This design comes from an exercise in tuning for small area on the open sky130 flow, not from production work. The clock port is modelled as an ideal driver; clocking choices that lean on that would not hold on a real chip. No activity file was given, so power comes from the tool's default toggle rates.

old:
// top
module top (input sys_clk,
            input rst,
            input [4:0] bottom,
            input [5:0] key,
            input random_key,
            input [11:0] rom_data,
            output possi_led,
            output [7:0] DIG,
            output [7:0] Y,
            output [5:0] flow_led,
            output [3:0] red,
            output [3:0] green,
            output [3:0] blue,
            output hsync,
            vsync,
            output [5:0] key_led,
            output rd_led,
            output [17:0] rom_addr);
    assign key_led = key;
    assign rd_led  = random_key;
    wire segtick, ttick, ftick;
    wire [2:0] e;
    clock_div tbase (sys_clk, rst, segtick, e, ttick, ftick);
    wire set_flag;
    wire [3:0] act;
    bottomFlag stF (bottom[0], sys_clk, rst, set_flag);
    bottomFlag a0  (bottom[1], sys_clk, rst, act[0]);
    bottomFlag a1  (bottom[2], sys_clk, rst, act[1]);
    bottomFlag a2  (bottom[3], sys_clk, rst, act[2]);
    bottomFlag a3  (bottom[4], sys_clk, rst, act[3]);
    wire [1:0] gs;
    wire timer_en, win_flag;
    wire [3:0] st1, st10;
    wire [1:0] st100;
    fsm fsm (sys_clk, rst, key[5], win_flag, |act, gs, timer_en, st1, st10, st100);
    wire [1:0] g0, g1, g2, gbp;
    wire gb;
    play pC (sys_clk, rst, gs, act, random_key, set_flag, key[4:0], possi_led,
             g0, g1, g2, gbp, gb, win_flag);
    flowLED fled (sys_clk, rst, win_flag, ftick, flow_led);
    wire [3:0] pre;
    seg_functions sf (sys_clk, rst, timer_en, ttick, gs, e, st1, st10, st100, pre);
    seg_tube st (sys_clk, rst, segtick, e, pre, Y, DIG);
    wire [9:0] hc, vc;
    wire A, actC, blank;
    wire [1:0] q_t;
    vga_sync sync (sys_clk, rst, hc, vc, hsync, vsync, A, q_t, actC, blank);
    vga vga (sys_clk, rst, hc, vc, A, actC, blank, q_t,
             g0, g1, g2, gbp, gb, rom_data, red, green, blue, rom_addr);
endmodule
Size: about 170 flip-flops, about 9200 um2 of cells after synthesis.
==> module vga_sync, before the edit <==
module vga_sync (
    input clk, rst,
    output reg [9:0] hc,
    output reg [9:0] vd,
    output hsync, vsync,
    output A,             
    output [1:0] q_t,     
    output actC,          
    output blank          
);
    reg [9:0] hc_n, vd_n;
    integer i;
    reg c, d;
    always @* begin
        c = 1'b1; d = 1'b1;
        for (i = 0; i < 10; i = i + 1) begin
            hc_n[i] = hc[i] ^ c; c = c & hc[i];
            vd_n[i] = vd[i] ^ d; d = d & vd[i];
        end
    end
    wire h_end   = (hc == 10'd655);
    wire h_start = &hc;                           
    always @(posedge clk or posedge rst)
        if (rst) begin hc <= 10'd878; vd <= 10'd988; end
        else begin
            hc <= h_end ? 10'd880 : hc_n;
            if (h_start) vd <= (vd == 10'd488) ? 10'd989 : vd_n;
        end
    wire h_wrap = (hc == 10'd654) | h_end;        
    wire early  = (hc[9] & hc[8]) | h_wrap;       
    assign hsync = ~(((hc >= 10'd878) & (hc <= 10'd973)) | h_wrap);
    assign vsync = ~(early ? ((vd == 10'd988) | (vd == 10'd989) | ((vd == 10'd488) & (hc != 10'd654)))
                           : ((vd == 10'd989) | (vd == 10'd990)));
    wire vd_in = ~vd[9] & (vd[8:0] <= 9'd480);
    assign A   = (~hc[9] & (hc[8:0] <= 9'd478) & vd_in) |
                 ((hc >= 10'd1022) & ((vd == 10'd1023) | (~vd[9] & (vd[8:0] <= 9'd479))));
    assign q_t = {hc[9] ? (~vd[9] & (vd[8:0] >= 9'd240)) : (vd[8:0] > 9'd240), ~hc[9] & (hc[8:0] >= 9'd239)};
    assign actC  = ~hc[9] & (hc[8:0] <= 9'd480) & vd_in;
    assign blank = ~vd_in;
endmodule
Settings: LEC_CHECK=0, ABC_AREA=1, CAP_MARGIN=20, CORE_MARGIN=2, CORE_UTILIZATION=40, SLEW_MARGIN=20; clock period 12.0 ns.
standard.sh (not shown) runs the stock make flow with config.mk's settings and CLKGATE_MAP_FILE= SYNTH_SCRIPT=/design/flow/synth_recipe.tcl, a recipe that flattens the netlist after the stock synthesis.
==> flow/flow/run.sh <==
#!/bin/bash
# Standard ORFS layout (the standard.sh, standard synthesis), with changes
# to how the layout is built only:
#  - port buffers use the smallest buffer cell (buf_1) instead of the default
#  - clock tree built from clkbuf_8 cells, without dummy balancing loads
#  - after CTS, logic cells are downsized where timing, slew and load allow
#    (flow/post_cts.tcl)
# The make output goes to standard_flow.log; ORFS keeps each tool's log under
# orfs/logs/.
set -euo pipefail
here=$(pwd)
export BUFFER_PORTS_ARGS="-buffer_cell sky130_fd_sc_hd__buf_1"
export CTS_ARGS="-sink_clustering_enable -repair_clock_nets -dont_use_dummy_load -buf_list sky130_fd_sc_hd__clkbuf_8 -root_buf sky130_fd_sc_hd__clkbuf_8"
export POST_CTS_TCL="$here/flow/post_cts.tcl"
bash standard.sh finish > standard_flow.log 2>&1
Other scripts of this flow, unchanged in this note and not shown: flow/flow/downsize.tcl, flow/flow/post_cts.tcl
What new does differently from old at the input level:
--- a/flow/design.v
+++ b/flow/design.v
@@ -289,8 +289,8 @@
     input clk, rst,
     output reg [9:0] hc,
     output reg [9:0] vd,
-    output hsync, vsync,
-    output A,             
+    output reg hsync, vsync,
+    output reg A,         
     output [1:0] q_t,     
     output actC,          
     output blank          
@@ -313,14 +313,18 @@
             hc <= h_end ? 10'd880 : hc_n;
             if (h_start) vd <= (vd == 10'd488) ? 10'd989 : vd_n;
         end
-    wire h_wrap = (hc == 10'd654) | h_end;        
-    wire early  = (hc[9] & hc[8]) | h_wrap;       
-    assign hsync = ~(((hc >= 10'd878) & (hc <= 10'd973)) | h_wrap);
-    assign vsync = ~(early ? ((vd == 10'd988) | (vd == 10'd989) | ((vd == 10'd488) & (hc != 10'd654)))
-                           : ((vd == 10'd989) | (vd == 10'd990)));
     wire vd_in = ~vd[9] & (vd[8:0] <= 9'd480);
-    assign A   = (~hc[9] & (hc[8:0] <= 9'd478) & vd_in) |
-                 ((hc >= 10'd1022) & ((vd == 10'd1023) | (~vd[9] & (vd[8:0] <= 9'd479))));
+    wire h799 = (hc == 10'd653);                  
+    always @(posedge clk or posedge rst)
+        if (rst) begin hsync <= 1'b0; vsync <= 1'b0; A <= 1'b0; end
+        else begin
+            if (h799) hsync <= 1'b0;
+            else if (hc == 10'd973) hsync <= 1'b1;                  
+            if ((hc == 10'd654) & (vd == 10'd488)) vsync <= 1'b0;   
+            else if (h799 & (vd == 10'd990)) vsync <= 1'b1;         
+            if ((hc == 10'd1021) & ((vd == 10'd1023) | (~vd[9] & (vd[8:0] <= 9'd479)))) A <= 1'b1;    
+            else if (hc == 10'd478) A <= 1'b0;                                                     
+        end
     assign q_t = {hc[9] ? (~vd[9] & (vd[8:0] >= 9'd240)) : (vd[8:0] > 9'd240), ~hc[9] & (hc[8:0] >= 9'd239)};
     assign actC  = ~hc[9] & (hc[8:0] <= 9'd480) & vd_in;
     assign blank = ~vd_in;
Findings:
From old to new the numbers moved as follows: total vias in the final route dropped about 2%, share of power burned in combinational logic went down 12 points, area occupied by multi-input gates decreased by 2.6% relative to the old numbers, share of synthesized area occupied by flip-flops and latches increased 1.0 points. Compare old and new | proportion of cell area occupied by registers lower: old. In new the number of cells traversed by the worst hold path turned out 2 higher than in old. The run showing the smaller first-pass GRT wire length is new. Floorplan check, new vs old: die outline smaller in new. The placement-stage worst setup slack in new sits 0.13 ns above the value recorded for old. On post-layout worst setup margin, new does better than old.
Function was not checked in any run of this note: the RTL went through the layout flow alone.

==> port drivers added, routing unchanged <==
The flow's constraints put no driver on any port. The routed layouts listed below were extracted and timed again, unchanged, in two steps.
Step 1, drivers: a clkbuf_16 drives sys_clk and a buf_2 each remaining input, both assumed.
Step 2 times the ports against the registers' clock, not the clock port: input delays grow and output delays shrink by t, the midpoint of the rising clock arrivals with the driver on.
a / b / c = ideal / step 1 / step 2; a / b = the first two.
run | shift t [ns] | setup WS [ns] | hold slack, ns
old | 0.473 | 2.603 / 2.562 / 3.034 | 0.366 / 0.366 / 0.366
new | 0.480 | 2.706 / 2.669 / 3.149 | 0.365 / 0.365 / 0.365
After both steps every run listed still meets setup and hold.
